Background: an optimization exercise with open tools, aiming at small area, a short achievable clock period and few clock cycles per item. Do not read the settings as production practice. RTL that was checked went through simulation tests only; none was proved equivalent to the original. The RTL of runs 5 and 6 was laid out without a check of its function.

## flow/config.mk

```make
export PLATFORM = sky130hd
export DESIGN_NAME = fpadder
export DESIGN_NICKNAME = fpadder
export VERILOG_FILES = /design/flow/design.v
export SDC_FILE = /design/flow/constraint.sdc
export NUM_CORES = 4
export LEC_CHECK = 0
export CAP_MARGIN = 20
export CORE_MARGIN = 2
export CORE_UTILIZATION = 40
export CTS_BUF_LIST = sky130_fd_sc_hd__clkbuf_4 sky130_fd_sc_hd__clkbuf_8
export SLEW_MARGIN = 20
```

## flow/constraint.sdc

```tcl
create_clock -name core_clock -period 5.0 [get_ports {clock}]
set_input_delay 1.0000 -clock core_clock [delete_from_list [all_inputs] [get_ports {clock}]]
set_output_delay 1.0000 -clock core_clock [all_outputs]
set_load 0.01 [all_outputs]
```

## flow/design.v

```verilog
module fpadder (output logic [31:0] sum, output logic ready,
		 input logic [31:0] a, input logic clock, nreset);
logic s_a, s_b, s_c, s_v, s_n;
logic [31:0] R;           
logic [23:0] Q;           
logic        sub;         
logic        spec;        
logic        flip;        
logic [7:0]  eA, eB, dd;
logic        azero, bzero, swp, aspec, bspec, nan;
logic [23:0] mS, mSal;
always_comb begin
  eA = R[30:23];
  eB = a[30:23];
  azero = (R[30:0] == '0);
  bzero = (a[30:0] == '0);
  swp = (eA < eB) | azero;
  dd  = swp ? (eB - eA) : (eA - eB);
  aspec = (eA == 8'hff);
  bspec = (eB == 8'hff);
  nan = (aspec && (R[22:0] != '0)) || (bspec && (a[22:0] != '0))
        || (aspec && bspec && (R[31] ^ a[31]));
  mS = {1'b1, swp ? R[22:0] : a[22:0]};
  mSal = (azero || bzero || dd >= 8'd24) ? 24'd0 : (mS >> dd[4:0]);
end
logic [23:0] p, q;
logic [24:0] D;
logic        neg, far, cy, ovf;
always_comb begin
  p = {1'b1, R[22:0]} & {24{~s_v}};
  q = Q ^ {24{sub}};
  D = {1'b0, p} + {1'b0, q} + {24'd0, sub};
  neg = sub & ~D[24] & s_c;             
  far = sub ? (D[24] | s_v) & D[23] : 1'b1;
  cy  = ~sub & D[24];                   
  ovf = cy & (R[30:23] == 8'hfe);
end
logic [4:0]  lz;
logic [23:0] N;
always_comb begin
  lz = 5'd0;
  for (int i = 0; i < 24; i++)
    if (Q[i]) lz = 5'(23 - i);
  N = Q << lz;
end
assign ready = s_n | ((s_c | s_v) & ~spec & ~neg & far);
always_comb begin
  if (s_n)
    sum = {R[31] ^ flip, R[30:23] - {3'd0, lz}, N[22:0]};
  else if (cy)
    sum = {R[31], R[30:23] + 8'd1, D[23:1] & {23{~ovf}}};
  else
    sum = {R[31] ^ s_v, R[30:23], D[22:0]};
end
always_ff @(posedge clock, negedge nreset)
  if (~nreset) begin
    {s_a, s_b, s_c, s_v, s_n} <= '0;
  end else begin
    s_a <= ready;
    s_b <= s_a;
    s_c <= s_b;
    s_v <= s_c & ~spec & neg;
    s_n <= ((s_c | s_v) & (spec | (~neg & ~far))) | ~(s_a | s_b | s_c | s_v | s_n);
  end
always_ff @(posedge clock) begin
  flip <= 1'b0;
  if (~(s_a | s_b | s_c | s_v | s_n)) begin
    R <= '0;
    Q <= '0;
  end else if (s_b) begin
    if (aspec | bspec) begin
      R[31:23] <= {nan | (aspec ? R[31] : a[31]), 8'hff};
      Q <= {1'b1, {23{nan}}};
    end else begin
      if (swp) R <= a;
      Q <= mSal;
    end
    sub  <= R[31] ^ a[31];
    spec <= aspec | bspec;
  end else if ((s_c | s_v) & ~spec) begin
    Q <= D[23:0];
    flip <= s_v;
    if (s_c & sub & (D[23:0] == '0))
      R[31:23] <= '0;
  end else if (s_a | s_n)
    R <= a;
end
endmodule
```

## flow/flow/run.sh

```bash
#!/bin/bash
# Standard layout (standard synthesis unchanged), except that the ports are
# buffered with plain buffers instead of the resizer's default pick (a delay
# cell).
set -euo pipefail
export BUFFER_PORTS_ARGS="-buffer_cell sky130_fd_sc_hd__buf_2"
bash standard.sh synth > synth.log 2>&1
bash standard.sh > layout.log 2>&1
```

## flow/standard.sh

```bash
#!/bin/bash
# synth_recipe.tcl (not shown) runs the flow's synth.tcl, then flattens the netlist and writes it again
# the make line also repeats each setting of config.mk as NAME=value (left out here)
make -C /OpenROAD-flow-scripts/flow DESIGN_CONFIG=/design/flow/config.mk WORK_HOME=/design/flow/orfs CLKGATE_MAP_FILE= SYNTH_SCRIPT=/design/flow/synth_recipe.tcl "${@:-finish}"
```

==> flow_summary.json, run 1 <==
{
  "min_to": "s_b$_DFF_PN0_",
  "cap_violations": 0,
  "htreeDepth": 3,
  "fp-row-count": 53,
  "routabilityCongestion": 0.974,
  "yosys_warnings": 1,
  "fmaxAchievable_ghz": 0.205,
  "slowest_delay_ns": 0.48,
  "ys_ff_latch": 64,
  "period_minus_slack_ns": 4.88,
  "nets": 1277,
  "layout_common_cells": "nand2_1 (137), a21oi_1 (83), nor2_1 (78)",
  "relSlewSlack_pct": 37.0,
  "synth-edff-count": 2,
  "die_y_microns": 151,
  "critPathBufInv": 2,
  "worstHoldPathType": "flip-flop to flip-flop",
  "worstReg2RegStart": "sub$_DFFE_PP_",
  "r2r_cells": 13,
  "fin_skew_ns": 0.0120,
  "netlist_instances": 1159,
  "yosys_most_used_dff": "dfxtp_1",
  "grt_start_max_net_pins": 31,
  "crit_path_frequent_cell": "a211oi_1",
  "syn_nets": 1242,
  "worstPathRequired_ns": 4.00,
  "worstPathMaxFanout": 30,
  "slew_viol_final": 0,
  "dp_hpwl_microns": 25300,
  "setup_viol": 0,
  "ios": 67,
  "cts_hold_buf": 0,
  "core_area_sq_um": 21200,
  "status": "no timing/DRC/antenna violations",
  "post-cts-setup-buffers": 0,
  "grt_usage_pct": 28.2,
  "n_fill_cell": 2171,
  "root_buffer": "clkbuf_8",
  "async_flop_share_pct": 7.81,
  "endpoint_kind": "output port",
  "routed_via_density": 6.36,
  "clk_pin_slew_ns": 0.08,
  "rsz0062_at_grt": "yes",
  "clk_latency_ns": 0.38,
  "vias": 9376,
  "wl_microns": 32200,
  "crit_type": "flip-flop to output port",
  "pre_cts_ws_ns": 0.255,
  "cp_top_family": "compound AO/OA/AOI/OAI gates",
  "cts_sinks": 64,
  "multi_input_area_sq_um": 6980,
  "timing.final.crit_share_pct": 97.5,
  "antenna_found_initial": 0,
  "clock_path_buffers": 2,
  "synth_area_sq_um": 8680,
  "dieArea_sq_um": 22900,
  "hold_path.startpoint": "s_a$_DFF_PN0_",
  "drive_above_1_share_pct": 17.7,
  "first_iter_violations": 977,
  "r2r-end": "R[26]$_SDFFE_PP0P_",
  "hold_viol_final": 0,
  "slowest_stage": "fa_1",
  "area_growth_pct": 11.4,
  "ys_seq_area_share_pct": 15.3,
  "cts_tree": "done",
  "r2r_slack_ns": 0.44,
  "wl_per_cell_microns": 21.9,
  "portBuffers": 66,
  "antenna_cells": 0,
  "final_common_cell": "nand2_1",
  "worst_pin_slew_ns": 0.945,
  "dieWidth_microns": 151,
  "worst_slack_ns": 0.124,
  "grt_pass1_wl_microns": 49600,
  "crit_chain": "buf_12 > nand2b_1 > nand2_1 > fa_1 > a211oi_1 > o21ai_1 > a31oi_2 > nor2_1 > nand4_1 > o2111ai_1 > a211oi_1 > a211oi_1 > nor3_1 > buf_2",
  "drc": 0,
  "regArea_sq_um": 1330,
  "avgSynthCellArea_sq_um": 7.49,
  "grt-ovfl-total": 0,
  "grt_pass1_vias": 8727,
  "synth_cell_type_count": 82,
  "initial_core_util_pct": 41.0,
  "startpoint_type": "flip-flop",
  "fin_hold_ws_ns": 0.394,
  "cts_buffers": 9,
  "final_antenna_net_count": 0,
  "first_pass_iters": 7,
  "worst_ep_arrival_time_ns": 3.88,
  "whs_path_depth": 0
}
cell usage after synthesis (12+ instances only):
| cell | instances | area (sq um) |
|---|---|---|
| a21o_1 | 19 | 143 |
| o21ai_0 | 60 | 300 |
| clkbuf_1 | 62 | 233 |
| a22oi_1 | 20 | 150 |
| mux4_2 | 24 | 541 |
| o21a_1 | 12 | 90.1 |
| nand3_1 | 20 | 100 |
| o22ai_1 | 12 | 75.1 |
| ha_1 | 45 | 563 |
| dfxtp_1 | 57 | 1140 |
| a21oi_1 | 85 | 425 |
| a211oi_1 | 27 | 203 |
| nor2b_1 | 39 | 244 |
| mux2i_1 | 59 | 591 |
| nand2_1 | 137 | 514 |
| nor2_1 | 79 | 297 |
| nor3_1 | 35 | 175 |
| xnor2_1 | 24 | 210 |
| nor4_1 | 21 | 131 |
| a31oi_1 | 20 | 125 |
| mux2_2 | 12 | 135 |
| inv_1 | 41 | 154 |
| xor2_1 | 32 | 280 |
per-layer routing:
| layer | up-vias | routed length, microns | track usage [%] |
|---|---|---|---|
| met5 | - | 0 | 0 |
| met4 | 0 | 1280 | 11.2 |
| met3 | 81 | 2580 | 4.70 |
| met2 | 437 | 14300 | 43.0 |
| met1 | 4450 | 14100 | 39.4 |
| li1 | 4408 | - | - |
metrics by stage:
stage / utilization [%] / cells / TNS, ns / area (sq um)
2_1_floorplan: - / 1159 / 0 / 8680
6_report: 45.7 / 1474 / 0 / 9670
4_1_cts: 45.3 / 1474 / 0 / 9570
3_5_place_dp: 44.4 / 1458 / 0 / 9390
5_1_grt: 45.7 / 1474 / -0.135 / 9670
3_3_place_gp: 44.4 / 1458 / 0 / 9390
state kept, by name (all words and copies together), names as in the netlist:
register,count
Q,24
R,32
flip,1
s_a,1
s_b,1
s_c,1
s_n,1
s_v,1
spec,1
sub,1
final cells by class:
| cell class | count | share of cell area [%] |
|---|---|---|
| Inverter | 45 | 1.75 |
| Multi-Input combinational cell | 969 | 72.2 |
| Tap cell | 275 | 3.56 |
| Clock buffer | 10 | 1.42 |
| Clock inverter | 6 | 0.453 |
| Sequential cell | 64 | 13.7 |
| Timing Repair Buffer | 105 | 6.91 |
what timing repair did:
action / in CTS / in global routing
gates cloned: 0 / 0
endpoints found under the setup margin: 1 / 27
gates resized for setup: 2 / 19
kinds of logic (layout without fill, tap and decap cells):
group / after synthesis / in the layout / share of synthesized area, %
AO/OA/AOI/OAI: 366 / 366 / 28.6
flip-flops: 64 / 64 / 15.3
XOR/XNOR: 57 / 57 / 5.84
multiplexers: 95 / 95 / 14.6
AND/OR/NAND/NOR: 402 / 402 / 22.4
adder cells (fa/ha/maj): 49 / 49 / 7.41
buffers and inverters: 126 / 166 / 5.84
worst max-delay path by stage:
| stage | startpoint | end | slack, ns | cells past startpoint |
|---|---|---|---|---|
| floorplan | sub$_DFFE_PP_ | sum[15] | 0.20 | 15 |
| global placement | a[23] | Q[10]$_SDFFE_PP0N_ | 0.29 | 15 |
| detailed placement | a[23] | Q[10]$_SDFFE_PP0N_ | 0.25 | 15 |
| CTS | sub$_DFFE_PP_ | sum[29] | 0.01 | 14 |
| global route | sub$_DFFE_PP_ | sum[29] | -0.07 | 14 |
| finish | sub$_DFFE_PP_ | sum[17] | 0.12 | 14 |
Testbench counts, summed over its fixed seeds: cycles 106,173, ops 32,000.
==> run 2, diff against run 1 <==
--- a/flow/config.mk
+++ b/flow/config.mk
@@ -7,2 +7,3 @@
 export LEC_CHECK = 0
+export ABC_AREA = 1
 export CAP_MARGIN = 20
@@ -10,3 +11,2 @@
 export CORE_UTILIZATION = 40
-export CTS_BUF_LIST = sky130_fd_sc_hd__clkbuf_4 sky130_fd_sc_hd__clkbuf_8
 export SLEW_MARGIN = 20
==> flow_summary.json, run 2 <==
{
  "wl_microns": 34900,
  "clock_path_buffers": 2,
  "synth_area_sq_um": 8830,
  "setup_viol": 0,
  "nets": 1655,
  "synthTopCellsByArea": "nand2_1 (18%), dfxtp_1 (13%), nand3_1 (11%), inv_1 (6.8%), ha_1 (6.4%)",
  "worstPathRequired_ns": 4.00,
  "period_minus_slack_ns": 4.79,
  "worst_slack_ns": 0.206,
  "slowest_delay_ns": 0.44,
  "core_area_sq_um": 21800,
  "worstPathMaxFanout": 23,
  "slew_viol_final": 0,
  "avgSynthCellArea_sq_um": 5.70,
  "initial_core_util_pct": 40.6,
  "timing.final.crit_share_pct": 95.9,
  "dp_cells": 1841,
  "yosys_warnings": 1,
  "ys_ff_latch": 64,
  "htreeDepth": 3,
  "drive_above_1_share_pct": 9.89,
  "endpoint_kind": "output port",
  "root_buffer": "clkbuf_16",
  "crit_chain": "buf_6 > inv_1 > o21ai_2 > fa_1 > nand2_1 > nor2_1 > a211oi_2 > o21ai_2 > a21oi_1 > o21ai_1 > a21oi_1 > xor2_2 > nand2_1 > o211ai_1 > o21ai_0 > nor2_1 > buf_2",
  "fin_skew_ns": 0.0152,
  "fin_cells": 1857,
  "vias": 10600,
  "dp_hpwl_microns": 27400,
  "fp-row-count": 54,
  "first_iter_violations": 1069,
  "routabilityCongestion": 1.01,
  "antenna_found_initial": 0,
  "grt-ovfl-total": 0,
  "grt_start_max_net_pins": 47,
  "first_pass_iters": 5,
  "fin_util_pct": 44.8,
  "final_antenna_net_count": 0,
  "regMostFlops": "R",
  "wl_per_cell_microns": 18.8,
  "startpoint_type": "flip-flop",
  "yosysMostFrequentCell": "nand2_1",
  "async_flop_share_pct": 7.81,
  "cts_tree": "done",
  "netlist_top_cells_count": "nand2_1 (421), nand3_1 (194), inv_1 (160)",
  "worstHoldPathType": "flip-flop to flip-flop",
  "drc": 0,
  "cap_violations": 0,
  "clk_latency_ns": 0.35,
  "grt_pass1_vias": 9701,
  "ys_seq_area_share_pct": 15.0,
  "fin_hold_ws_ns": 0.421,
  "worst_ep_arrival_time_ns": 3.79,
  "hold_viol_final": 0,
  "fmaxAchievable_ghz": 0.209,
  "final_common_cell": "nand2_1",
  "status": "no timing/DRC/antenna violations",
  "synth_top_cell_by_area": "nand2_1",
  "cts_buffers": 9,
  "netlist_instances": 1550,
  "reg_top3": "R (32), Q (24)",
  "cts_sinks": 64,
  "grt_usage_pct": 29.0,
  "die_y_microns": 153,
  "synth-edff-count": 2,
  "ios": 67,
  "crit_type": "flip-flop to output port",
  "dieWidth_microns": 153,
  "portBuffers": 66,
  "cts_hold_buf": 0,
  "grt_pass1_wl_microns": 54100,
  "dieArea_sq_um": 23300,
  "syn_nets": 1633,
  "slowest_stage": "fa_1",
  "synth_cell_type_count": 53,
  "pre_cts_ws_ns": 0.258,
  "antenna_cells": 0,
  "synth_top_cell_area_share_pct": 17.9,
  "worst_pin_slew_ns": 0.953,
  "clk_pin_slew_ns": 0.06,
  "largest_reg_flops": 32,
  "routed_via_density": 5.71,
  "area_growth_pct": 10.4,
  "yosys_most_used_dff": "dfxtp_1",
  "relSlewSlack_pct": 35.8,
  "layout_common_cells": "nand2_1 (420), nand3_1 (194), inv_1 (159)"
}
## run 2: routing by layer
| metal | track usage [%] | part of all wire, % | vias to the layer above |
|---|---|---|---|
| met5 | 0 | 0 | - |
| met4 | 13.0 | 4.7 | 0 |
| met3 | 3.21 | 6.2 | 91 |
| met2 | 47.8 | 46 | 416 |
| met1 | 38.1 | 43 | 4834 |
| li1 | - | - | 5259 |
## run 2: critical path, delay by kind of cell, from the launching register on
kind	cells	cell delay, ns
simple gates	4	0.37
xor+xnor	1	0.41
compound gates	8	1.39
fa+ha+maj	1	0.44
buf+inv	3	0.45
flops	1	0.37
## run 2: what timing repair did
item	in CTS	in global routing
setup endpoints to repair	5	33
gates resized for setup	2	21
buffers inserted	0	0
## run 2: cells by family after synthesis
logic type,synth area share [%]
AOI/OAI and AO/OA,21.9
xor gates and xnor gates,5.84
adders and majority gates,7.28
buffers and inverters,11.6
DFF,15.0
and+or+nand+nor,38.4
## run 2: final cells by class
cell class / instances / area [sq um]
Tap cell: 280 / 350
Timing Repair Buffer: 94 / 552
Clock buffer: 9 / 225
Inverter: 170 / 641
Sequential cell: 64 / 1330
Clock inverter: 7 / 101
Multi-Input combinational cell: 1233 / 6560
Fill cell: 2383 / 12000
## run 2: final timing paths
path | from | endpoint | slack, ns | depth (start not counted)
worst max-delay path | sub$_DFFE_PP_ | sum[17] | 0.21 | 17
min in group asynchronous | nreset | s_c$_DFF_PN0_ | 0.48 | 1
worst min register to register | s_a$_DFF_PN0_ | s_b$_DFF_PN0_ | 0.42 | 0
worst min-delay path | s_a$_DFF_PN0_ | s_b$_DFF_PN0_ | 0.42 | 0
worst max register to register | sub$_DFFE_PP_ | R[24]$_SDFFE_PP0P_ | 0.79 | 17
max in group asynchronous | nreset | s_b$_DFF_PN0_ | 4.33 | 1
## run 2: through the flow
step	instance area (sq um)	setup TNS, ns
floorplan	8830	0
global route	9750	-0.163
finish	9750	0
CTS	9670	0
global placement	9340	0
detailed placement	9340	0
==> run 3, diff against run 2 <==
--- a/flow/config.mk
+++ b/flow/config.mk
@@ -7,3 +7,2 @@
 export LEC_CHECK = 0
-export ABC_AREA = 1
 export CAP_MARGIN = 20
==> flow_summary.json, run 3 <==
{
  "clk_latency_ns": 0.34,
  "portBuffers": 66,
  "routabilityCongestion": 0.974,
  "synth_cell_type_count": 82,
  "wl_met2_microns": 14400,
  "fin_cells": 1475,
  "dieWidth_microns": 151,
  "initial_core_util_pct": 41.0,
  "fin_util_pct": 46.1,
  "relSlewSlack_pct": 35.6,
  "die_y_microns": 151,
  "netlist_instances": 1159,
  "r2r_slack_ns": 0.49,
  "synth_area_sq_um": 8680,
  "route.met3.wl_microns": 2550,
  "fin_skew_ns": 0.00766,
  "nets": 1277,
  "grt_pass1_wl_microns": 49800,
  "worstPathRequired_ns": 4.00,
  "n_fill_cell": 2143,
  "worstPathMaxFanout": 22,
  "fp-row-count": 53,
  "ys_ff_latch": 64,
  "largest_reg_flops": 32,
  "ys_seq_area_share_pct": 15.3,
  "routed_via_density": 6.36,
  "netlist_top_cells_count": "nand2_1 (137), a21oi_1 (85), nor2_1 (79)",
  "startpoint_type": "flip-flop",
  "wl_microns": 32200,
  "wl_met1_microns": 14100,
  "cts_sinks": 64,
  "cap_violations": 0,
  "reg_top3": "R (32), Q (24)",
  "timing.final.crit_share_pct": 95.9,
  "dp_cells": 1458,
  "final_antenna_net_count": 0,
  "yosysMostFrequentCell": "nand2_1",
  "drc": 0,
  "wl_per_cell_microns": 21.9,
  "avgSynthCellArea_sq_um": 7.49,
  "htreeDepth": 3,
  "hold_viol_final": 0,
  "synth-edff-count": 2,
  "cts_tree": "done",
  "dieArea_sq_um": 22900,
  "fmaxAchievable_ghz": 0.208,
  "antenna_found_initial": 1,
  "synth_top_cell_area_share_pct": 13.2,
  "grt_pass1_vias": 8716,
  "post-cts-setup-buffers": 0,
  "clock_path_buffers": 2,
  "final_common_cell": "nand2_1",
  "synth_top_cell_by_area": "dfxtp_1",
  "async_flop_share_pct": 7.81,
  "core_area_sq_um": 21200,
  "crit_type": "flip-flop to output port",
  "worst_ep_arrival_time_ns": 3.80,
  "status": "no timing/DRC/antenna violations",
  "area_growth_pct": 12.4,
  "synthTopCellsByArea": "dfxtp_1 (13%), mux2i_1 (6.8%), ha_1 (6.5%), mux4_2 (6.2%), nand2_1 (5.9%)",
  "worstHoldPathType": "flip-flop to flip-flop",
  "dp_hpwl_microns": 25300,
  "grt_start_max_net_pins": 31,
  "yosys_warnings": 1,
  "layout_common_cells": "nand2_1 (137), a21oi_1 (84), nor2_1 (78)",
  "cts_hold_buf": 0,
  "yosys_most_used_dff": "dfxtp_1",
  "first_pass_iters": 6,
  "fin_hold_ws_ns": 0.382,
  "grt_usage_pct": 28.2,
  "grt-ovfl-total": 0,
  "regMostFlops": "R",
  "setup_viol": 0,
  "maxUsedRoutingLayer": "met4",
  "period_minus_slack_ns": 4.80,
  "drive_above_1_share_pct": 17.4,
  "endpoint_kind": "output port",
  "root_buffer": "clkbuf_16",
  "cts_buffers": 9,
  "ios": 67,
  "clk_pin_slew_ns": 0.06,
  "vias": 9379,
  "syn_nets": 1242,
  "worst_pin_slew_ns": 0.966,
  "slew_viol_final": 0,
  "first_iter_violations": 995
}
==> run 3: cell count changes after synthesis, moves of 23 or more <==
cell / previous run / this run
a211oi_1: 4 / 27
inv_1: 160 / 41
mux2i_1: 0 / 59
mux4_2: 0 / 24
nand2_1: 421 / 137
nand3_1: 194 / 20
nor2_1: 102 / 79
nor2b_1: 0 / 39
o21ai_0: 112 / 60
==> run 3: worst max-delay path: stages, from the launching register on <==
cell and delay, ns:
dfrtp_2 0.48, buf_12 0.18, nor2b_1 0.29, ha_1 0.36
nand2_1 0.12, o211ai_1 0.10, a221o_1 0.36, nor3_1 0.19
o2bb2ai_2 0.21, o21ba_2 0.22, a21oi_1 0.04, buf_4 0.21
a22oi_1 0.31, o22ai_1 0.18, buf_2 0.20
==> run 3: routing by layer <==
metal	GRT usage [%]	vias up
li1	-	4408
met2	43.0	443
met4	11.4	0
met3	4.19	77
met1	39.7	4451
met5	0	-
==> run 3: cell type report <==
type	instances	area [sq um]	area share [%]
multi-input cells	969	6960	71.4
flip-flops and latches	64	1330	13.6
repair buffers	105	664	6.81
well taps	275	344	3.53
clock buffers	10	239	2.45
inverters	45	169	1.73
clock inverters	6	43.8	0.449
diodes	1	2.50	0.0257
==> run 3: timing repair <==
item                       in CTS  in global routing
gates resized for setup         1                 16
setup endpoints to repair       1                 30
pin swaps                       0                  1
==> run 3: path summary, 6_finish.rpt <==
path                                     from            endpoint  cells after the start
max in group asynchronous              nreset       s_v$_DFF_PN0_                      1
worst max-delay path            s_v$_DFF_PN0_              sum[4]                     14
min in group asynchronous              nreset       s_a$_DFF_PN0_                      1
worst min-delay path            s_a$_DFF_PN0_       s_b$_DFF_PN0_                      0
worst min register to register  s_a$_DFF_PN0_       s_b$_DFF_PN0_                      0
worst max register to register  sub$_DFFE_PP_  R[26]$_SDFFE_PP0P_                     13
==> run 3: cell families (layout without fill, tap and decap cells) <==
| family | Yosys count | count (layout) | synth area share, % |
|---|---|---|---|
| buffers and inverters | 126 | 166 | 5.84 |
| AOI/OAI and AO/OA | 366 | 366 | 28.6 |
| adders and majority gates | 49 | 49 | 7.41 |
| DFF | 64 | 64 | 15.3 |
| muxes | 95 | 95 | 14.6 |
| and+or+nand+nor | 402 | 402 | 22.4 |
| other | 0 | 1 | 0 |
| xor gates and xnor gates | 57 | 57 | 5.84 |
==> run 3: stage by stage <==
stage          setup slack (ns)  TNS (ns)  area, sq um
3_3_place_gp              0.294         0         9390
3_5_place_dp              0.255         0         9390
4_1_cts                0.000511         0         9670
6_report                  0.203         0         9750
2_1_floorplan             0.199         0         8680
5_1_grt                -0.00971   -0.0152         9750
==> run 4, diff against run 3 <==
--- a/flow/config.mk
+++ b/flow/config.mk
@@ -9,3 +9,3 @@
 export CORE_MARGIN = 2
-export CORE_UTILIZATION = 40
+export CORE_UTILIZATION = 55
 export SLEW_MARGIN = 20
==> flow_summary.json, run 4 <==
{
  "status": "no timing/DRC/antenna violations",
  "dp_hpwl_microns": 24300,
  "synth_top_cell_area_share_pct": 13.2,
  "final_common_cell": "nand2_1",
  "period_minus_slack_ns": 4.85,
  "largest_reg_flops": 32,
  "initial_core_util_pct": 56.7,
  "htreeDepth": 3,
  "hold_path.startpoint": "s_a$_DFF_PN0_",
  "core_area_sq_um": 15300,
  "avgSynthCellArea_sq_um": 7.49,
  "drc": 0,
  "grt-ovfl-total": 0,
  "pre_cts_ws_ns": 0.319,
  "worst_ep_arrival_time_ns": 3.85,
  "worst_slack_ns": 0.146,
  "netlist_top_cells_count": "nand2_1 (137), a21oi_1 (85), nor2_1 (79)",
  "grt_start_max_net_pins": 32,
  "slew_viol_final": 0,
  "slowest_stage": "a2bb2oi_1",
  "fin_area_sq_um": 9740,
  "yosys_most_used_dff": "dfxtp_1",
  "crit_path_start": "sub$_DFFE_PP_",
  "first_pass_iters": 6,
  "wl_per_cell_microns": 22.3,
  "ys_ff_latch": 64,
  "worstPathRequired_ns": 4.00,
  "die_y_microns": 130,
  "relSlewSlack_pct": 40.6,
  "fin_util_pct": 63.6,
  "antenna_cells": 0,
  "layout_common_cells": "nand2_1 (137), a21oi_1 (84), nor2_1 (78)",
  "cts_buffers": 9,
  "first_iter_violations": 1545,
  "ys_seq_area_share_pct": 15.3,
  "hold_viol_final": 0,
  "final.setup.tns_ns": 0,
  "grt_usage_pct": 37.9,
  "yosys_warnings": 1,
  "fmaxAchievable_ghz": 0.206,
  "yosysMostFrequentCell": "nand2_1",
  "fin_skew_ns": 0.0104,
  "rsz0062_at_grt": "no",
  "synthTopCellsByArea": "dfxtp_1 (13%), mux2i_1 (6.8%), ha_1 (6.5%), mux4_2 (6.2%), nand2_1 (5.9%)",
  "antenna_found_initial": 1,
  "cap_violations": 0,
  "fp-row-count": 45,
  "timing.final.crit_share_pct": 97.1,
  "crit_type": "flip-flop to output port",
  "drive_above_1_share_pct": 17.3,
  "worstReg2RegStart": "sub$_DFFE_PP_",
  "synth-edff-count": 2,
  "synth_cell_type_count": 82,
  "grt_pass1_wl_microns": 49500,
  "dieArea_sq_um": 16800,
  "clk_pin_slew_ns": 0.05,
  "vias": 9540,
  "dieWidth_microns": 130,
  "clock_path_buffers": 2,
  "final_antenna_net_count": 0,
  "worstPathMaxFanout": 30,
  "setup_viol": 0,
  "slowest_delay_ns": 0.59,
  "ios": 67,
  "netlist_instances": 1159,
  "cts_sinks": 64,
  "async_flop_share_pct": 7.81,
  "synth_area_sq_um": 8680,
  "startpoint_type": "flip-flop",
  "regMostFlops": "R",
  "wl_microns": 31500,
  "root_buffer": "clkbuf_16",
  "worst_pin_slew_ns": 0.885,
  "crit_chain": "buf_12 > nand2b_1 > nand2_1 > fa_1 > a211oi_2 > o21ai_1 > a31oi_2 > buf_4 > o21ai_0 > a2bb2oi_1 > a22oi_1 > o221ai_1 > buf_2",
  "routabilityCongestion": 1.06,
  "grt_pass1_vias": 8917,
  "clk_latency_ns": 0.35,
  "placed_area_sq_um": 9340,
  "routed_via_density": 6.76,
  "area_growth_pct": 12.3,
  "portBuffers": 66,
  "reg_top3": "R (32), Q (24)",
  "worstHoldPathType": "flip-flop to flip-flop",
  "cts_tree": "done",
  "endpoint_kind": "output port",
  "syn_nets": 1242,
  "nets": 1278,
  "synth_top_cell_by_area": "dfxtp_1"
}
-- run 4: per-layer routing --
metal | wire length (microns) | global-route usage (%) | part of all wire, %
met2 | 13900 | 57.2 | 44
met5 | 0 | 0 | 0
met1 | 13400 | 52.3 | 42
met3 | 2970 | 7.89 | 9.4
met4 | 1360 | 17.0 | 4.3
-- run 4: cells by family (layout without fill, tap and decap cells) --
| family | Yosys count | in the layout | synth area share, % |
|---|---|---|---|
| and+or+nand+nor | 402 | 402 | 22.4 |
| muxes | 95 | 95 | 14.6 |
| adders and majority gates | 49 | 49 | 7.41 |
| AOI/OAI and AO/OA | 366 | 366 | 28.6 |
| xor gates and xnor gates | 57 | 57 | 5.84 |
| DFF | 64 | 64 | 15.3 |
| buffers and inverters | 126 | 167 | 5.84 |
-- run 4: stage by stage --
stage | std cells | hold WS (ns)
after floorplan | 1159 | 0.352
after global placement | 1395 | 0.366
after detailed placement | 1395 | 0.370
after CTS | 1411 | 0.373
after global routing | 1411 | 0.390
final | 1411 | 0.372
-- run 4: critical path, delay by kind of cell (launching register included) --
family	cells	cell delay [ns]
buf+inv	3	0.54
simple gates	2	0.21
fa+ha+maj	1	0.50
compound gates	7	1.84
flops	1	0.41
-- run 4: path summary, 6_finish.rpt --
check | end | slack (ns) | cells past startpoint
min in group asynchronous | s_c$_DFF_PN0_ | 0.48 | 1
worst min-delay path | s_b$_DFF_PN0_ | 0.37 | 0
max in group asynchronous | s_n$_DFF_PN0_ | 4.37 | 1
worst max-delay path | sum[13] | 0.15 | 13
worst min register to register | s_b$_DFF_PN0_ | 0.37 | 0
worst max register to register | R[28]$_SDFFE_PP0P_ | 0.43 | 15
-- run 4: final cells by class --
class	count	area, sq um
clock buffers	13	293
well taps	211	264
clock inverters	3	20.0
multi-input cells	969	6970
fillers	1444	5570
inverters	45	169
flip-flops and latches	64	1330
repair buffers	106	693
-- run 4: timing repair --
action | 4_1_cts | 5_1_grt
hold buffers | 0 | 0
setup buffers | 0 | 0
setup endpoints to repair | 4 | 28
resized for setup | 4 | 17
==> run 5, diff against run 4 <==
--- a/flow/design.v
+++ b/flow/design.v
@@ -23,3 +23,2 @@
   mS = {1'b1, swp ? R[22:0] : a[22:0]};
-  mSal = (azero || bzero || dd >= 8'd24) ? 24'd0 : (mS >> dd[4:0]);
 end
@@ -30,3 +29,3 @@
   p = {1'b1, R[22:0]} & {24{~s_v}};
-  q = Q ^ {24{sub}};
+  q = Q;
   D = {1'b0, p} + {1'b0, q} + {24'd0, sub};
@@ -43,3 +42,12 @@
     if (Q[i]) lz = 5'(23 - i);
-  N = Q << lz;
+end
+logic [23:0] shin, shout, qrev;
+logic [4:0]  sha;
+always_comb begin
+  for (int i = 0; i < 24; i++) qrev[i] = Q[23 - i];
+  shin  = s_n ? qrev : mS;
+  sha   = s_n ? lz : dd[4:0];
+  shout = (~s_n & (azero || bzero || dd >= 8'd24)) ? 24'd0 : (shin >> sha);
+  for (int i = 0; i < 24; i++) N[i] = shout[23 - i];
+  mSal = shout;
 end
@@ -75,3 +83,3 @@
       if (swp) R <= a;
-      Q <= mSal;
+      Q <= mSal ^ {24{R[31] ^ a[31]}};
     end
@@ -80,3 +88,3 @@
   end else if ((s_c | s_v) & ~spec) begin
-    Q <= D[23:0];
+    Q <= D[23:0] ^ {24{neg}};          
     flip <= s_v;
--- a/flow/config.mk
+++ b/flow/config.mk
@@ -9,3 +9,3 @@
 export CORE_MARGIN = 2
-export CORE_UTILIZATION = 55
+export CORE_UTILIZATION = 40
 export SLEW_MARGIN = 20
==> flow_summary.json, run 5 <==
{
  "pre_cts_ws_ns": -0.571,
  "cap_violations": 0,
  "synth_top_cell_area_share_pct": 13.1,
  "syn_nets": 1331,
  "rsz0062_at_grt": "yes",
  "worstHoldPathType": "flip-flop to flip-flop",
  "netlist_instances": 1248,
  "fp-row-count": 54,
  "synthTopCellsByArea": "dfxtp_1 (13%), mux2i_1 (7.1%), nand2_1 (6.8%), ha_1 (6.4%), a21oi_1 (5.9%)",
  "final.setup.tns_ns": -7.31,
  "grt_usage_pct": 33.0,
  "worstPathRequired_ns": 4.00,
  "synth_area_sq_um": 8730,
  "critPathBufInv": 5,
  "dp_hpwl_microns": 30000,
  "drc": 0,
  "crit_path_start": "a[23]",
  "first_pass_iters": 6,
  "hold_viol_final": 0,
  "synth-edff-count": 2,
  "yosys_warnings": 1,
  "layout_common_cells": "buf_4 (215), nand2_1 (153), nor2_1 (97)",
  "slowest_delay_ns": 0.38,
  "relSlewSlack_pct": 37.0,
  "cts_buffers": 9,
  "drive_above_1_share_pct": 30.0,
  "crit_type": "input port to output port",
  "worst_pin_slew_ns": 0.938,
  "clock_path_buffers": 2,
  "clk_latency_ns": 0.36,
  "cts_sinks": 64,
  "wl_per_cell_microns": 21.6,
  "ys_ff_latch": 64,
  "regMostFlops": "R",
  "antenna_cells": 0,
  "htreeDepth": 3,
  "ys_seq_area_share_pct": 15.2,
  "period_minus_slack_ns": 5.41,
  "fin_skew_ns": 0.00817,
  "cp_top_family": "compound AO/OA/AOI/OAI gates",
  "grt-ovfl-total": 0,
  "vias": 10779,
  "largest_reg_flops": 32,
  "final_antenna_net_count": 0,
  "grt_pass1_vias": 10008,
  "reg_top3": "R (32), Q (24)",
  "die_y_microns": 152,
  "crit_chain": "buf_8 > ha_4 > inv_2 > fa_2 > a21o_1 > a221o_1 > a31oi_4 > mux2_4 > a211o_1 > buf_12 > buf_8 > mux2i_2 > mux2i_1 > mux2_4 > nor2_1 > or3_4 > a21oi_2 > buf_2",
  "startpoint_type": "input port",
  "yosys_most_used_dff": "dfxtp_1",
  "core_area_sq_um": 21600,
  "first_iter_violations": 1157,
  "slew_viol_final": 0,
  "routabilityCongestion": 1.03,
  "status": "finished with violations",
  "worst_slack_ns": -0.413,
  "timing.final.crit_share_pct": 108,
  "worst_ep_arrival_time_ns": 4.41,
  "wl_microns": 38100,
  "grt_pass1_wl_microns": 57500,
  "nets": 1561,
  "area_growth_pct": 34.4,
  "routed_via_density": 6.11,
  "slowest_stage": "or3_4",
  "grt_start_max_net_pins": 49,
  "synth_top_cell_by_area": "dfxtp_1",
  "initial_core_util_pct": 40.4,
  "yosysMostFrequentCell": "nand2_1",
  "cts_tree": "done",
  "netlist_top_cells_count": "nand2_1 (159), a21oi_1 (103), nor2_1 (103)",
  "fmaxAchievable_ghz": 0.185,
  "avgSynthCellArea_sq_um": 7.00,
  "root_buffer": "clkbuf_16",
  "hold_path.startpoint": "s_a$_DFF_PN0_",
  "synth_cell_type_count": 83,
  "fin_util_pct": 54.3,
  "async_flop_share_pct": 7.81,
  "antenna_found_initial": 0,
  "final_common_cell": "buf_4",
  "worstReg2RegStart": "R[1]$_SDFFE_PP0P_",
  "dieArea_sq_um": 23000,
  "clk_pin_slew_ns": 0.06,
  "setup_viol": 23,
  "ios": 67,
  "so_faults": "setup timing",
  "portBuffers": 66,
  "endpoint_kind": "output port",
  "worstPathMaxFanout": 7,
  "cts_hold_buf": 0,
  "dieWidth_microns": 152
}
-- run 5: cell type report --
class	instances	area (sq um)
well taps	280	350
inverters	37	139
fillers	2105	9880
repair buffers	296	2210
multi-input cells	1070	7420
clock buffers	10	239
flip-flops and latches	64	1330
clock inverters	6	42.5
-- run 5: what timing repair did --
action,4_1_cts,5_1_grt
cloned,1,0
gates resized for setup,72,50
endpoints found under the setup margin,32,35
pin swaps,35,38
setup buffers,32,10
-- run 5: through the flow --
stage | instance area, sq um | std cells | hold WS (ns)
finish | 11700 | 1763 | 0.415
global route | 11700 | 1763 | 0.444
CTS | 11500 | 1758 | 0.418
detailed placement | 10700 | 1710 | 0.404
global placement | 10700 | 1710 | 0.393
floorplan | 8830 | 1248 | 0.352
-- run 5: worst paths after layout --
check / end / slack (ns) / cells after the start
min reg2reg: s_b$_DFF_PN0_ / 0.42 / 0
max in group asynchronous: s_v$_DFF_PN0_ / 4.39 / 1
max: sum[15] / -0.41 / 18
min in group asynchronous: s_a$_DFF_PN0_ / 0.45 / 1
max reg2reg: R[28]$_SDFFE_PP0P_ / 0.36 / 17
min: s_b$_DFF_PN0_ / 0.42 / 0
-- run 5: metal layers --
metal / vias up / wire length, microns / track usage [%]
met5: - / 0 / 0
met4: 0 / 2500 / 20.0
met3: 138 / 3120 / 5.27
met2: 559 / 16700 / 51.2
met1: 5025 / 15800 / 42.9
li1: 5057 / - / -
-- run 5: cells by family (layout without fill, tap and decap cells) --
kind of cell / Yosys count / in the layout / share of synthesized area [%]
simple gates: 480 / 480 / 26.2
compound gates: 396 / 396 / 29.8
buf+inv: 114 / 349 / 5.44
mux: 78 / 78 / 9.30
xor+xnor: 66 / 66 / 6.62
flops: 64 / 64 / 15.2
fa+ha+maj: 50 / 50 / 7.48
==> run 6, diff against run 5 <==
--- a/flow/design.v
+++ b/flow/design.v
@@ -90,3 +90,3 @@
     flip <= s_v;
-    if (s_c & sub & (D[23:0] == '0))
+    if (s_c & sub & (({1'b1, R[22:0]} ^ Q) == '1))
       R[31:23] <= '0;
==> flow_summary.json, run 6 <==
{
  "largest_reg_flops": 32,
  "status": "finished with violations",
  "r2r-end": "Q[15]$_SDFFE_PP0N_",
  "period_minus_slack_ns": 5.38,
  "fin_skew_ns": 0.00973,
  "maxUsedRoutingLayer": "met4",
  "first_pass_iters": 6,
  "ios": 67,
  "async_flop_share_pct": 7.81,
  "grt_start_max_net_pins": 63,
  "initial_core_util_pct": 40.9,
  "wl_met2_microns": 18200,
  "synthTopCellsByArea": "dfxtp_1 (13%), ha_1 (6.3%), nand2_1 (6.0%), a21oi_1 (5.5%), xor2_1 (4.8%)",
  "reg_top3": "R (32), Q (24)",
  "routed_via_density": 6.34,
  "antenna_cells": 0,
  "worst_slack_ns": -0.378,
  "root_buffer": "clkbuf_16",
  "avgSynthCellArea_sq_um": 7.13,
  "startpoint_type": "input port",
  "clock_path_buffers": 2,
  "ys_ff_latch": 64,
  "fp-row-count": 54,
  "ys_seq_area_share_pct": 14.8,
  "worstPathMaxFanout": 7,
  "grt_pass1_wl_microns": 64900,
  "drive_above_1_share_pct": 33.9,
  "placed_area_sq_um": 11200,
  "cts_tree": "done",
  "crit_path_start": "a[23]",
  "synth_cell_type_count": 84,
  "synth-edff-count": 2,
  "hold_viol_final": 0,
  "area_growth_pct": 41.0,
  "core_area_sq_um": 21900,
  "fin_area_sq_um": 12600,
  "cts_sinks": 64,
  "dieWidth_microns": 154,
  "final_common_cell": "buf_4",
  "grt_usage_pct": 35.4,
  "wl_microns": 43000,
  "rsz0062_at_grt": "yes",
  "first_iter_violations": 1305,
  "clk_latency_ns": 0.35,
  "yosys_most_used_dff": "dfxtp_1",
  "crit_type": "input port to output port",
  "final_antenna_net_count": 0,
  "r2r_cells": 19,
  "dieArea_sq_um": 23600,
  "worstReg2RegStart": "R[1]$_SDFFE_PP0P_",
  "cap_violations": 0,
  "dp_hpwl_microns": 32900,
  "yosys_warnings": 1,
  "netlist_instances": 1255,
  "layout_common_cells": "buf_4 (263), nand2_1 (139), nor2_1 (95)",
  "synth_top_cell_area_share_pct": 12.7,
  "pre_cts_ws_ns": -0.624,
  "worstPathRequired_ns": 4.00,
  "endpoint_kind": "output port",
  "setup_viol": 24,
  "worst_ep_arrival_time_ns": 4.38,
  "netlist_top_cells_count": "nand2_1 (144), nor2_1 (102), a21oi_1 (98)",
  "crit_end": "sum[8]",
  "vias": 11514,
  "cts_buffers": 9,
  "antenna_found_initial": 0,
  "die_y_microns": 154,
  "portBuffers": 66,
  "synth_top_cell_by_area": "dfxtp_1",
  "so_faults": "setup timing",
  "htreeDepth": 3,
  "timing.final.crit_share_pct": 108,
  "synth_area_sq_um": 8950,
  "relSlewSlack_pct": 33.7,
  "yosysMostFrequentCell": "nand2_1",
  "nets": 1613,
  "drc": 0,
  "syn_nets": 1338,
  "worstHoldPathType": "flip-flop to flip-flop",
  "worst_pin_slew_ns": 0.987,
  "wl_per_cell_microns": 23.7,
  "routabilityCongestion": 1.01,
  "route.met3.wl_microns": 4950,
  "slew_viol_final": 0,
  "grt-ovfl-total": 0,
  "clk_pin_slew_ns": 0.06,
  "fmaxAchievable_ghz": 0.186,
  "regMostFlops": "R",
  "wl_met1_microns": 17400,
  "r2r_slack_ns": 0.70,
  "grt_pass1_vias": 10996
}
==> run 6: cell types whose count changed in the layout (fill, tap and decap cells not counted), moves of 10 or more <==
cell,before,now
buf_4,215,263
buf_6,4,14
mux2i_1,52,33
nand2_1,153,139
nand3_1,50,29
o211ai_1,17,31
o21a_1,10,22
o21ai_0,77,56
o22a_1,11,1
o22ai_1,6,19
xnor2_1,52,41
xor2_1,14,47
==> run 6: final cells by class <==
type,instances,area (sq um)
Clock buffer,13,250
Clock inverter,3,65.1
Fill cell,2089,9270
Inverter,44,168
Multi-Input combinational cell,1060,7830
Sequential cell,64,1330
Tap cell,280,350
Timing Repair Buffer,351,2630
==> run 6: repair_timing <==
item	4_1_cts	5_1_grt
hold buffers	0	0
resized for setup	121	48
gates cloned	1	0
hold endpoints to repair	0	0
setup endpoints to repair	33	33
pin swaps	55	44
setup buffers	22	22
==> run 6: cells by family after synthesis <==
kind of cell	after synthesis	share of synthesized area, %
fa+ha+maj	50	7.30
xor+xnor	90	8.81
simple gates	438	23.2
mux	68	9.03
flops	64	14.8
buf+inv	132	5.93
compound gates	413	30.9
==> run 6: metrics by stage <==
step	util [%]	TNS, ns	hold WS, ns	cells
after floorplan	-	-0.217	0.355	1255
after global placement	51.2	-12.01	0.359	1756
after detailed placement	51.2	-12.43	0.371	1756
after CTS	55.9	-6.33	0.386	1793
after global routing	57.6	-10.18	0.390	1815
final	57.6	-7.39	0.387	1815
==> run 6: worst min path at each step <==
stage | from | to | slack (ns) | depth (start not counted)
after global placement | s_a$_DFF_PN0_ | s_b$_DFF_PN0_ | 0.36 | 0
after floorplan | s_a$_DFF_PN0_ | s_b$_DFF_PN0_ | 0.35 | 0
after CTS | s_a$_DFF_PN0_ | s_b$_DFF_PN0_ | 0.39 | 0
after global routing | s_a$_DFF_PN0_ | s_b$_DFF_PN0_ | 0.39 | 0
final | s_a$_DFF_PN0_ | s_b$_DFF_PN0_ | 0.39 | 0
after detailed placement | s_a$_DFF_PN0_ | s_b$_DFF_PN0_ | 0.37 | 0
==> run 6: critical path, cell delays in order <==
cell and delay [ns]:
buf_8 0.08, ha_4 0.12, inv_2 0.03, fa_2 0.33
a21o_1 0.20, a221oi_4 0.31, buf_6 0.15, o21ai_4 0.08
a221oi_2 0.32, o21ai_1 0.17, a2111oi_4 0.42, a31oi_4 0.25
buf_6 0.19, nor2_4 0.15, buf_6 0.17, o211ai_4 0.08
a21oi_2 0.16, buf_2 0.15
==> run 6: metal layers <==
metal  GRT usage, %  vias up
li1               -     5180
met1           48.2     5429
met2           53.8      735
met3           7.24      170
met4           16.1        0
met5              0        -
==> run 7, diff against run 6 <==
--- a/flow/design.v
+++ b/flow/design.v
@@ -6,3 +6,2 @@
 logic        sub;         
-logic        spec;        
 logic        flip;        
@@ -23,2 +22,3 @@
   mS = {1'b1, swp ? R[22:0] : a[22:0]};
+  mSal = (azero || bzero || dd >= 8'd24) ? 24'd0 : (mS >> dd[4:0]);
 end
@@ -29,3 +29,3 @@
   p = {1'b1, R[22:0]} & {24{~s_v}};
-  q = Q;
+  q = Q ^ {24{sub}};
   D = {1'b0, p} + {1'b0, q} + {24'd0, sub};
@@ -42,14 +42,5 @@
     if (Q[i]) lz = 5'(23 - i);
+  N = Q << lz;
 end
-logic [23:0] shin, shout, qrev;
-logic [4:0]  sha;
-always_comb begin
-  for (int i = 0; i < 24; i++) qrev[i] = Q[23 - i];
-  shin  = s_n ? qrev : mS;
-  sha   = s_n ? lz : dd[4:0];
-  shout = (~s_n & (azero || bzero || dd >= 8'd24)) ? 24'd0 : (shin >> sha);
-  for (int i = 0; i < 24; i++) N[i] = shout[23 - i];
-  mSal = shout;
-end
-assign ready = s_n | ((s_c | s_v) & ~spec & ~neg & far);
+assign ready = s_n | ((s_c | s_v) & ~neg & far);
 always_comb begin
@@ -68,5 +59,6 @@
     s_b <= s_a;
-    s_c <= s_b;
-    s_v <= s_c & ~spec & neg;
-    s_n <= ((s_c | s_v) & (spec | (~neg & ~far))) | ~(s_a | s_b | s_c | s_v | s_n);
+    s_c <= s_b & ~(aspec | bspec);
+    s_v <= s_c & neg;
+    s_n <= (s_b & (aspec | bspec)) | ((s_c | s_v) & ~neg & ~far)
+         | ~(s_a | s_b | s_c | s_v | s_n);
   end
@@ -83,13 +75,13 @@
       if (swp) R <= a;
-      Q <= mSal ^ {24{R[31] ^ a[31]}};
+      Q <= mSal;
     end
     sub  <= R[31] ^ a[31];
-    spec <= aspec | bspec;
-  end else if ((s_c | s_v) & ~spec) begin
-    Q <= D[23:0] ^ {24{neg}};          
+  end else begin
+    Q <= D[23:0];
     flip <= s_v;
-    if (s_c & sub & (({1'b1, R[22:0]} ^ Q) == '1))
+    if (s_c & sub & (D[23:0] == '0))
       R[31:23] <= '0;
-  end else if (s_a | s_n)
-    R <= a;
+    if (s_a | s_n)
+      R <= a;
+  end
 end
==> flow_summary.json, run 7 <==
{
  "status": "no timing/DRC/antenna violations",
  "dieWidth_microns": 148,
  "clk_pin_slew_ns": 0.06,
  "avgSynthCellArea_sq_um": 7.56,
  "yosys_warnings": 1,
  "r2r-end": "Q[1]$_SDFF_PP0_",
  "drc": 0,
  "yosysMostFrequentCell": "nand2_1",
  "fmaxAchievable_ghz": 0.204,
  "hold_viol_final": 0,
  "wl_microns": 29200,
  "cts_sinks": 63,
  "worstPathRequired_ns": 4.00,
  "drive_above_1_share_pct": 16.1,
  "regMostFlops": "R",
  "relSlewSlack_pct": 36.5,
  "ys_ff_latch": 63,
  "async_flop_share_pct": 7.94,
  "portBuffers": 66,
  "grt_pass1_wl_microns": 45200,
  "ys_seq_area_share_pct": 15.7,
  "grt_start_max_net_pins": 31,
  "antenna_cells": 0,
  "clock_path_buffers": 2,
  "worst_pin_slew_ns": 0.949,
  "cp_top_family": "compound AO/OA/AOI/OAI gates",
  "die_y_microns": 148,
  "min_to": "s_b$_DFF_PN0_",
  "slowest_stage": "edfxtp_1",
  "worst_ep_arrival_time_ns": 3.90,
  "wl_per_cell_microns": 20.5,
  "largest_reg_flops": 32,
  "ios": 67,
  "pre_cts_ws_ns": 0.188,
  "layout_common_cells": "nand2_1 (132), a21oi_1 (108), mux2i_1 (79)",
  "synth_cell_type_count": 78,
  "timing.final.crit_share_pct": 97.9,
  "placed_area_sq_um": 8970,
  "crit_chain": "buf_12 > xor2_1 > fa_2 > a21o_1 > a221o_1 > a41o_1 > o21ba_2 > or3_1 > xor2_2 > a22oi_1 > a2bb2oi_1 > buf_2",
  "cts_buffers": 9,
  "area_growth_pct": 14.7,
  "synth_top_cell_area_share_pct": 13.8,
  "critPathBufInv": 2,
  "multi_input_area_sq_um": 6650,
  "setup_viol": 0,
  "crit_path_start": "sub$_DFFE_PP_",
  "syn_nets": 1174,
  "cap_violations": 0,
  "nets": 1230,
  "final_common_cell": "nand2_1",
  "cts_tree": "done",
  "n_fill_cell": 2070,
  "whs_path_depth": 0,
  "grt_usage_pct": 26.1,
  "slowest_delay_ns": 0.43,
  "synthTopCellsByArea": "dfxtp_1 (14%), mux2i_1 (9.6%), ha_1 (6.8%), a21oi_1 (6.7%), mux4_2 (6.6%)",
  "netlist_top_cells_count": "nand2_1 (132), a21oi_1 (110), mux2i_1 (79)",
  "worstHoldPathType": "flip-flop to flip-flop",
  "routed_via_density": 6.14,
  "routabilityCongestion": 0.923,
  "regArea_sq_um": 1300,
  "htreeDepth": 3,
  "grt_pass1_vias": 8193,
  "synth_top_cell_by_area": "dfxtp_1",
  "startpoint_type": "flip-flop",
  "final_antenna_net_count": 0,
  "yosys_most_used_dff": "dfxtp_1",
  "worstPathMaxFanout": 15,
  "r2r_slack_ns": 0.72,
  "first_iter_violations": 741,
  "initial_core_util_pct": 40.8,
  "dieArea_sq_um": 21800,
  "reg_top3": "R (32), Q (24)",
  "hold_path.startpoint": "s_a$_DFF_PN0_",
  "cts_hold_buf": 0,
  "core_area_sq_um": 20200,
  "period_minus_slack_ns": 4.90,
  "synth_area_sq_um": 8250,
  "dp_hpwl_microns": 23100,
  "synth-edff-count": 1,
  "worst_slack_ns": 0.104,
  "fp-row-count": 52,
  "fin_skew_ns": 0.0102,
  "r2r_cells": 14,
  "netlist_instances": 1091,
  "slew_viol_final": 0,
  "endpoint_kind": "output port",
  "first_pass_iters": 5,
  "worstReg2RegStart": "R[23]$_SDFFE_PP0P_",
  "antenna_found_initial": 0,
  "clk_latency_ns": 0.34,
  "root_buffer": "clkbuf_16",
  "fin_area_sq_um": 9460,
  "grt-ovfl-total": 0,
  "crit_type": "flip-flop to output port",
  "vias": 8734
}
run 7: cell types whose count changed in the layout (fill, tap and decap cells not counted), moves of 16 or more:
cell | previous run | this run
o211ai_1 | 31 | 13
nor2b_1 | 23 | 40
buf_4 | 263 | 38
a21oi_1 | 81 | 108
xnor2_1 | 41 | 24
mux2i_1 | 33 | 79
mux4_2 | 8 | 24
nor2_1 | 95 | 71
run 7: cell families after synthesis:
group | share of synthesized area [%]
simple gates | 22.7
compound gates | 24.8
mux | 17.4
buf+inv | 5.14
flops | 15.7
xor+xnor | 6.46
fa+ha+maj | 7.80
run 7: through the flow:
step           util, %  hold WS [ns]  cells  setup TNS [ns]
2_1_floorplan        -         0.367   1091               0
3_3_place_gp      44.3         0.379   1397               0
3_5_place_dp      44.3         0.388   1397               0
4_1_cts           46.0         0.404   1413               0
5_1_grt           46.8         0.430   1422        -0.00501
6_report          46.8         0.405   1422               0
run 7: cell type report:
class	instances	share of cell area (%)
Timing Repair Buffer	109	7.62
Tap cell	270	3.57
Inverter	40	1.59
Sequential cell	63	13.7
Clock buffer	13	2.86
Multi-Input combinational cell	924	70.3
Clock inverter	3	0.423
run 7: timing repair:
action,4_1_cts,5_1_grt
pin swaps,0,4
cloned,0,2
setup buffers,0,7
gates resized for setup,7,19
endpoints found under the setup margin,21,30
hold endpoints to repair,0,0
run 7: worst max-delay path by stage:
stage	slack [ns]	depth (start not counted)	endpoint
2_1_floorplan	0.15	15	sum[21]
3_3_place_gp	0.24	14	sum[1]
3_5_place_dp	0.19	14	sum[1]
4_1_cts	0.02	13	sum[9]
5_1_grt	-0.005	15	sum[21]
6_report	0.10	12	sum[19]
run 7: metal layers:
layer | up-vias | GRT usage [%] | routed length (microns)
met5 | - | 0 | 0
met4 | 0 | 8.46 | 880
met3 | 52 | 2.84 | 1700
met2 | 312 | 41.2 | 13200
met1 | 4202 | 37.3 | 13400
li1 | 4168 | - | -
run 7: worst reg2reg max path, delay by kind of cell, from the launching register on:
| family | cells | cell delay (ns) |
|---|---|---|
| muxes | 3 | 1.12 |
| adders and majority gates | 2 | 0.71 |
| and+or+nand+nor | 4 | 0.69 |
| AOI/OAI and AO/OA | 3 | 0.68 |
| buffers and inverters | 2 | 0.47 |
| DFF | 1 | 0.46 |
Testbench counts of run 7, summed over its fixed seeds: cycles 106,173, ops 32,000.
==> run 8, diff against run 7 <==
--- a/flow/config.mk
+++ b/flow/config.mk
@@ -7,2 +7,3 @@
 export LEC_CHECK = 0
+export ABC_AREA = 1
 export CAP_MARGIN = 20
==> flow_summary.json, run 8 <==
{
  "period_minus_slack_ns": 4.76,
  "die_y_microns": 149,
  "hold_path.startpoint": "s_a$_DFF_PN0_",
  "relSlewSlack_pct": 37.0,
  "layout_common_cells": "nand2_1 (392), inv_1 (157), nand3_1 (155)",
  "grtUsageMet1_pct": 37.3,
  "worst_pin_slew_ns": 0.944,
  "grt_use_met2_pct": 45.7,
  "whs_path_depth": 0,
  "antenna_cells": 0,
  "cts_tree": "done",
  "htreeDepth": 3,
  "fin_util_pct": 45.7,
  "syn_nets": 1535,
  "grt_use_met3_pct": 3.24,
  "hold_viol_final": 0,
  "drive_above_1_share_pct": 10.4,
  "worstReg2RegStart": "R[23]$_SDFFE_PP0P_",
  "fp-row-count": 52,
  "fin_area_sq_um": 9340,
  "netlist_instances": 1452,
  "wl_per_cell_microns": 17.3,
  "avgSynthCellArea_sq_um": 5.78,
  "worstHoldPathType": "flip-flop to flip-flop",
  "ys_seq_area_share_pct": 15.5,
  "initial_core_util_pct": 41.1,
  "worstPathRequired_ns": 4.00,
  "wl_microns": 30700,
  "drc": 0,
  "clock_path_buffers": 2,
  "synth_top_cell_area_share_pct": 17.5,
  "startpoint_type": "flip-flop",
  "slew_viol_final": 0,
  "first_iter_violations": 797,
  "routed_via_density": 5.56,
  "synthTopCellsByArea": "nand2_1 (18%), dfxtp_1 (14%), nand3_1 (9.3%), o21ai_0 (9.3%), inv_1 (7.0%)",
  "area_growth_pct": 11.4,
  "clk_pin_slew_ns": 0.06,
  "dp_hpwl_microns": 24600,
  "synth_top_cell_by_area": "nand2_1",
  "grt_pass1_vias": 9219,
  "synth_area_sq_um": 8390,
  "worst_ep_arrival_time_ns": 3.76,
  "vias": 9846,
  "final_antenna_net_count": 0,
  "r2r_slack_ns": 0.93,
  "final_common_cell": "nand2_1",
  "r2r_cells": 16,
  "min_to": "s_b$_DFF_PN0_",
  "cts_sinks": 63,
  "endpoint_kind": "output port",
  "root_buffer": "clkbuf_16",
  "nets": 1580,
  "n_fill_cell": 2270,
  "yosys_most_used_dff": "dfxtp_1",
  "status": "no timing/DRC/antenna violations",
  "dieWidth_microns": 149,
  "grt_busiest_layer": "met2",
  "crit_type": "flip-flop to output port",
  "fmaxAchievable_ghz": 0.210,
  "dieArea_sq_um": 22100,
  "grt_start_max_net_pins": 37,
  "yosys_warnings": 1,
  "cts_buffers": 9,
  "worstPathMaxFanout": 27,
  "reg_top3": "R (32), Q (24)",
  "antenna_found_initial": 0,
  "async_flop_share_pct": 7.94,
  "r2r-end": "Q[19]$_SDFF_PP0_",
  "routabilityCongestion": 0.937,
  "grt_usage_pct": 27.9,
  "synth_cell_type_count": 58,
  "core_area_sq_um": 20400,
  "ios": 67,
  "setup_viol": 0,
  "ys_ff_latch": 63,
  "first_pass_iters": 6,
  "synth-edff-count": 1,
  "fin_skew_ns": 0.0128,
  "netlist_top_cells_count": "nand2_1 (392), inv_1 (157), nand3_1 (156), o21ai_0 (156), a21oi_1 (93)",
  "cts_hold_buf": 0,
  "grt-ovfl-total": 0,
  "grt_pass1_wl_microns": 48600,
  "regMostFlops": "R",
  "fin_cells": 1772,
  "clk_latency_ns": 0.34,
  "yosysMostFrequentCell": "nand2_1",
  "timing.final.crit_share_pct": 95.1,
  "placed_area_sq_um": 8950,
  "dp_cells": 1751,
  "cap_violations": 0,
  "portBuffers": 66,
  "largest_reg_flops": 32
}
## run 8: cells by family (layout without fill, tap and decap cells)
family                   after synthesis  count (layout)  synth area share, %
adder cells (fa/ha/maj)               49              49                 7.67
buffers and inverters                234             284                 11.7
flip-flops                            63              63                 15.5
AND/OR/NAND/NOR                      705             705                 36.5
XOR/XNOR                              52              52                 5.65
AO/OA/AOI/OAI                        345             345                 22.6
multiplexers                           4               4                0.477
## run 8: worst max-delay path by stage
stage / start / to / cells after the start
final: sub$_DFFE_PP_ / sum[13] / 18
after global routing: sub$_DFFE_PP_ / sum[13] / 19
after CTS: s_v$_DFF_PN0_ / sum[17] / 22
after detailed placement: s_v$_DFF_PN0_ / sum[17] / 22
after global placement: s_v$_DFF_PN0_ / sum[17] / 22
after floorplan: sub$_DFFE_PP_ / sum[29] / 15
## run 8: metal layers
| metal | vias up | wire length (microns) | part of all wire (%) |
|---|---|---|---|
| met5 | - | 0 | 0 |
| met4 | 0 | 1110 | 3.6 |
| met3 | 67 | 1920 | 6.3 |
| met2 | 344 | 14000 | 46 |
| met1 | 4471 | 13700 | 45 |
| li1 | 4964 | - | - |
## run 8: through the flow
stage / hold WS (ns) / TNS [ns] / setup slack [ns]
after floorplan: 0.355 / 0 / 0.632
after global placement: 0.359 / 0 / 0.238
after detailed placement: 0.364 / 0 / 0.205
after CTS: 0.371 / 0 / 0.0401
after global routing: 0.391 / -0.0362 / -0.0147
final: 0.369 / 0 / 0.243
## run 8: critical path, stage by stage, from the launching register on
cell	delay (ns)
edfxtp_1	0.41
buf_12	0.20
xor2_1	0.18
ha_1	0.38
nand2_1	0.13
nor4_2	0.36
nand3_1	0.12
nand3_1	0.16
inv_1	0.06
o21ai_1	0.17
buf_4	0.17
nand2_1	0.10
clkinvlp_4	0.16
nand2_4	0.11
buf_4	0.16
o22ai_1	0.16
nand2_1	0.10
nand3_1	0.14
buf_2	0.14
## run 8: area by class of cell
cell class,count,area [sq um],share of cell area (%)
clock buffer,13,260,2.79
inverter,166,632,6.76
timing repair buffer,102,613,6.56
tap,270,338,3.62
sequential,63,1300,13.9
clock inverter,3,42.5,0.455
multi-input combinational,1155,6160,65.9
## run 8: what timing repair did
item | 4_1_cts | 5_1_grt
gates resized for setup | 1 | 13
pin swaps | 0 | 2
endpoints found under the setup margin | 6 | 27
cloned | 0 | 0
setup buffers | 0 | 5
endpoints found under the hold margin | 0 | 0
==> run 9, diff against run 8 <==
--- a/flow/config.mk
+++ b/flow/config.mk
@@ -11,2 +11,4 @@
 export CORE_UTILIZATION = 40
+export CTS_CLUSTER_DIAMETER = 300
+export CTS_CLUSTER_SIZE = 60
 export SLEW_MARGIN = 20
==> flow_summary.json, run 9 <==
{
  "cap_violations": 0,
  "routed_via_density": 5.56,
  "area_growth_pct": 11.4,
  "final.setup.tns_ns": 0,
  "drive_above_1_share_pct": 10.4,
  "wl_per_cell_microns": 17.3,
  "cts_buffers": 9,
  "synthMuxAreaShare_pct": 0.477,
  "grt_usage_pct": 27.9,
  "yosys_warnings": 1,
  "status": "no timing/DRC/antenna violations",
  "grt-ovfl-total": 0,
  "worst_pin_slew_ns": 0.944,
  "yosys_most_used_dff": "dfxtp_1",
  "fin_area_sq_um": 9340,
  "clk_latency_ns": 0.34,
  "first_pass_iters": 6,
  "worst_ep_arrival_time_ns": 3.76,
  "antenna_found_initial": 0,
  "netlist_top_cells_count": "nand2_1 (392), inv_1 (157), nand3_1 (156), o21ai_0 (156), a21oi_1 (93)",
  "dp_hpwl_microns": 24600,
  "synth_area_sq_um": 8390,
  "initial_core_util_pct": 41.1,
  "final_common_cell": "nand2_1",
  "worstPathRequired_ns": 4.00,
  "root_buffer": "clkbuf_16",
  "portBuffers": 66,
  "syn_nets": 1535,
  "largest_reg_flops": 32,
  "worstHoldPathType": "flip-flop to flip-flop",
  "grt_pass1_wl_microns": 48600,
  "ys_seq_area_share_pct": 15.5,
  "yosysMostFrequentCell": "nand2_1",
  "synth-edff-count": 1,
  "regMostFlops": "R",
  "die_y_microns": 149,
  "dieWidth_microns": 149,
  "synth_top_cell_by_area": "nand2_1",
  "hold_viol_final": 0,
  "clock_path_buffers": 2,
  "synth_compound_area_share_pct": 22.6,
  "grt_start_max_net_pins": 37,
  "async_flop_share_pct": 7.94,
  "layout_common_cells": "nand2_1 (392), inv_1 (157), nand3_1 (155)",
  "synthTopCellsByArea": "nand2_1 (18%), dfxtp_1 (14%), nand3_1 (9.3%), o21ai_0 (9.3%), inv_1 (7.0%)",
  "endpoint_kind": "output port"
}
-- run 9: logic make-up (layout without fill, tap and decap cells) --
| kind of cell | after synthesis | after routing |
|---|---|---|
| AND/OR/NAND/NOR | 705 | 705 |
| AO/OA/AOI/OAI | 345 | 345 |
| buffers and inverters | 234 | 284 |
| flip-flops | 63 | 63 |
| XOR/XNOR | 52 | 52 |
| adder cells (fa/ha/maj) | 49 | 49 |
| multiplexers | 4 | 4 |
-- run 9: worst paths after layout --
check                                    from          endpoint  slack (ns)  cells after the start
max                             sub$_DFFE_PP_           sum[13]        0.24                     18
max reg2reg                R[23]$_SDFFE_PP0P_  Q[19]$_SDFF_PP0_        0.93                     16
min                             s_a$_DFF_PN0_     s_b$_DFF_PN0_        0.37                      0
min in group asynchronous              nreset     s_b$_DFF_PN0_        0.47                      1
max in group asynchronous              nreset     s_v$_DFF_PN0_        4.37                      1
min reg2reg                     s_a$_DFF_PN0_     s_b$_DFF_PN0_        0.37                      0
-- run 9: layout make-up --
cell class / instances / area [sq um]
clock buffer: 13 / 260
clock inverter: 3 / 42.5
fill: 2270 / 11100
inverter: 166 / 632
multi-input combinational: 1155 / 6160
sequential: 63 / 1300
tap: 270 / 338
timing repair buffer: 102 / 613
-- run 9: repair_timing --
action / 4_1_cts / 5_1_grt
gates resized for setup: 1 / 13
setup endpoints to repair: 6 / 27
pin swaps: 0 / 2
hold endpoints to repair: 0 / 0
setup buffers: 0 / 5
hold buffers: 0 / 0
-- run 9: layer usage --
| metal | vias to the layer above | global-route usage, % | share of wire [%] |
|---|---|---|---|
| met5 | - | 0 | 0 |
| met4 | 0 | 11.6 | 3.6 |
| met3 | 67 | 3.24 | 6.3 |
| met2 | 344 | 45.7 | 46 |
| met1 | 4471 | 37.3 | 45 |
| li1 | 4964 | - | - |
-- run 9: critical path: stages, from the launching register on --
cell and delay (ns):
edfxtp_1 0.41, buf_12 0.20, xor2_1 0.18, ha_1 0.38, nand2_1 0.13, nor4_2 0.36, nand3_1 0.12, nand3_1 0.16
inv_1 0.06, o21ai_1 0.17, buf_4 0.17, nand2_1 0.10, clkinvlp_4 0.16, nand2_4 0.11, buf_4 0.16, o22ai_1 0.16
nand2_1 0.10, nand3_1 0.14, buf_2 0.14
-- run 9: stage by stage --
stage | util (%) | instances
floorplan | - | 1452
global placement | 43.8 | 1751
detailed placement | 43.8 | 1751
CTS | 45.3 | 1767
global route | 45.7 | 1772
finish | 45.7 | 1772

==> re-timing with driven ports <==
How much do the figures lean on ideal ports? The routed layouts below were timed once more, with nothing changed but the port constraints. Step 1 (the two cells are an assumption about what drives the block):
set clk [get_ports {clock}]
set_driving_cell -lib_cell sky130_fd_sc_hd__clkbuf_16 $clk
set_driving_cell -lib_cell sky130_fd_sc_hd__buf_2 [delete_from_list [all_inputs] $clk]
Step 2, shift: input delay + t, output delay - t, t = (earliest + latest rising clock arrival at the registers) / 2. This alone moves slack from input paths to output paths. a / b / c = ideal ports / drivers / drivers and shift; a / b = the first two.
| run | t (ns) | slack for setup (ns) | worst setup path at the end |
|---|---|---|---|
| run 1 | 0.409 | 0.124 / 0.085 / 0.130 | input to register |
| run 2 | 0.384 | 0.206 / 0.161 / 0.405 | input to register |
| run 3 | 0.383 | 0.203 / 0.155 / 0.147 | input to register |
| run 4 | 0.385 | 0.146 / 0.101 / 0.199 | input to register |
| run 5 | 0.402 | -0.413 / -0.463 / -0.463 | input to output |
| run 6 | 0.394 | -0.378 / -0.431 / -0.431 | input to output |
| run 7 | 0.373 | 0.104 / 0.064 / 0.311 | input to register |
| run 8 | 0.377 | 0.243 / 0.203 / 0.518 | input to register |
| run 9 | 0.377 | 0.243 / 0.203 / 0.518 | input to register |
For run 3, which loses most, drivers alone change the setup slack by -0.048 ns; drivers and shift together by -0.056 ns.
